From an optimization exercise on the open Yosys and OpenROAD flow, aimed at small area and a short achievable clock period; shortcuts taken in it are not production practice. Power is estimated from default activity; no workload was simulated.

## AL
==> flow/design.v (excerpt) <==
module fc_head #(
    parameter DATA_WIDTH = 16,
    parameter NUM_INPUTS = 1024,
    parameter NUM_OUTPUTS = 4
)(
    input clk,
    input rst,
    input [DATA_WIDTH-1:0] myinput,
    input [DATA_WIDTH*NUM_OUTPUTS-1:0] myweights,
    input myinputValid,
    output [DATA_WIDTH*NUM_OUTPUTS-1:0] softmax_out,
    output softmax_valid,
    output [7:0] led_control,
    output [DATA_WIDTH*NUM_OUTPUTS-1:0] logits
);
    reg [9:0] input_count;
    reg [63:0] weights;
    reg last0, last1, fin, rst_d, clr, logit_valid;
    reg [7:0] b_one, b_two, b_neg;
    reg x_nz, x_sign;
    wire take = myinputValid && !rst;
    wire [16:0] xe = {myinput, 1'b0};
    wire [7:0] e_one, e_two, e_neg;
    genvar i;
    generate
        for (i = 0; i < 8; i = i + 1) begin : booth
            assign e_one[i] = xe[2*i+1] ^ xe[2*i];
            assign e_two[i] = (xe[2*i+2] & ~xe[2*i+1] & ~xe[2*i]) | (~xe[2*i+2] & xe[2*i+1] & xe[2*i]);
            assign e_neg[i] = xe[2*i+2];
        end
    endgenerate
    always @(posedge clk) begin
        b_one <= take ? e_one : 8'd0;
        b_two <= take ? e_two : 8'd0;
        b_neg <= take ? e_neg : 8'd0;
        x_nz <= take && (|myinput);
  ...
Size: roughly 5300 cells after synthesis, ~640 flip-flops.
==> module neuron, before the edit <==
module neuron #(
    parameter signed [15:0] BIAS = 0    
)(
    input clk,
    input [7:0] one,         
    input [7:0] two,         
    input [7:0] neg,         
    input x_nz,              
    input x_sign,            
    input [15:0] weight,     
    input clr,               
    input fin,               
    output reg [15:0] logit
);
    wire [31:0] ts, tc;
    mul_tree tree (.one(one), .two(two), .neg(neg), .w(weight), .ps(ts), .pc(tc));
    reg [31:0] ps, pc;
    reg psg;
    always @(posedge clk) begin
        ps <= ts;
        pc <= tc;
        psg <= x_nz && (|weight) && (x_sign ^ weight[15]);
    end
    reg [31:0] acc;
    wire [31:0] a = clr ? 32'd0 : acc;
    wire [31:0] x3 = a ^ ps ^ pc;
    wire [31:0] c3 = (a & ps) | (a & pc) | (ps & pc);
    wire [31:0] y3 = {c3[30:0], 1'b0};
    wire [32*6-1:0] G, P;
    assign G[31:0] = x3 & y3;
    assign P[31:0] = x3 ^ y3;
    genvar l, b;
    generate
        for (l = 0; l < 5; l = l + 1) begin : pfx
            for (b = 0; b < 32; b = b + 1) begin : bt
                if ((b >> l) & 1) begin : merge
                    localparam integer J = ((b >> l) << l) - 1;
                    assign G[32*(l+1)+b] = G[32*l+b] | (P[32*l+b] & G[32*l+J]);
                    assign P[32*(l+1)+b] = P[32*l+b] & P[32*l+J];
                end else begin : pass
                    assign G[32*(l+1)+b] = G[32*l+b];
                    assign P[32*(l+1)+b] = P[32*l+b];
                end
            end
        end
    endgenerate
    wire [31:0] s = P[31:0] ^ {G[32*5+30:32*5], 1'b0};
    wire ovf = (a[31] == psg) && (s[31] != a[31]);
    always @(posedge clk)
        acc <= ovf ? {a[31], {31{~a[31]}}} : s;
    wire [18:0] u = {acc[31], acc[31:14]} + {{3{BIAS[15]}}, BIAS};
    always @(posedge clk)
        if (fin)
            logit <= (u[18:15] == 4'b0000 || u[18:15] == 4'b1111) ? u[15:0] :
                     u[18] ? 16'h8000 : 16'h7FFF;
endmodule
Settings: LEC_CHECK=0, ABC_CLOCK_PERIOD_IN_PS=1500, CAP_MARGIN=20, CORE_MARGIN=2, CORE_UTILIZATION=40, SETUP_SLACK_MARGIN=5, SLEW_MARGIN=20; clock period 8.0 ns.
run.sh (not shown) runs the stock make flow with config.mk's settings and CLKGATE_MAP_FILE= SYNTH_SCRIPT=/design/flow/synth_recipe.tcl, a recipe that flattens the netlist after the stock synthesis.
### AL -> PW
-- flow/design.v --
<<< AL, line 27
    wire [31:0] x3 = a ^ ps ^ pc;
    wire [31:0] c3 = (a & ps) | (a & pc) | (ps & pc);
    wire [31:0] y3 = {c3[30:0], 1'b0};
    wire [32*6-1:0] G, P;
    assign G[31:0] = x3 & y3;
    assign P[31:0] = x3 ^ y3;
    genvar l, b;
    generate
        for (l = 0; l < 5; l = l + 1) begin : pfx
            for (b = 0; b < 32; b = b + 1) begin : bt
                if ((b >> l) & 1) begin : merge
                    localparam integer J = ((b >> l) << l) - 1;
                    assign G[32*(l+1)+b] = G[32*l+b] | (P[32*l+b] & G[32*l+J]);
                    assign P[32*(l+1)+b] = P[32*l+b] & P[32*l+J];
                end else begin : pass
                    assign G[32*(l+1)+b] = G[32*l+b];
                    assign P[32*(l+1)+b] = P[32*l+b];
                end
            end
        end
    endgenerate
    wire [31:0] s = P[31:0] ^ {G[32*5+30:32*5], 1'b0};
    wire ovf = (a[31] == psg) && (s[31] != a[31]);
    always @(posedge clk)
>>> PW, line 27
    wire [31:0] x3 = a ^ ps ^ pc;
    wire [31:0] c3 = (a & ps) | (a & pc) | (ps & pc);
    wire [31:0] s = x3 + {c3[30:0], 1'b0};
    wire ovf = (a[31] == psg) && (s[31] != a[31]);
    always @(posedge clk)
--- outcome ---
Summary of PW over AL: cell count went up by 455; global-route track usage on met3 increased by 0.96 points relative to the old numbers; total wire length after detailed routing grew by 5.4%; slack of the critical path went down by 0.15 ns.
Fmax: PW lower than AL
The combinational power share reported for PW is greater than that of AL by 5.5 points.
On share of the final layout cell area in sequential cells, the higher figure sits with AL, not PW.
In the flow results for AL and PW, the clock-buffer cell count is larger on AL.
Relative to AL, the final cell area reported for PW is higher.
Compared with AL, synthesized cell count in PW increased by a few percent.
No run of this note included a check of the RTL's function; only the layout flow was run.

port drivers added, routing unchanged:
In the flow no input, the clock included, has a driving cell. The finished layouts below were timed again as built, in two steps.
Step 1 assumes that a clkbuf_16 drives the clock port and a buf_2 every other input.
Step 2 adds t to the input delays and takes it off the output delays; t is the mean of the earliest and latest rising clock arrival at the registers after step 1. Input paths then give back, and output paths get back, about the clock's delay inside the block.
Slacks: ideal ports / drivers / drivers and shift; pairs: ideal ports / drivers.
run | shift t [ns] | setup WS [ns] | worst hold slack (ns) | worst setup path after step 2 | cell pins on the clock port's net
AL | 0.776 | 4.160 / 4.160 / 4.160 | 0.446 / 0.446 / 0.446 | register to register | 1
PW | 0.770 | 4.011 / 4.011 / 4.011 | 0.403 / 0.403 / 0.403 | register to register | 1
After both steps setup and hold are still met in every run listed.
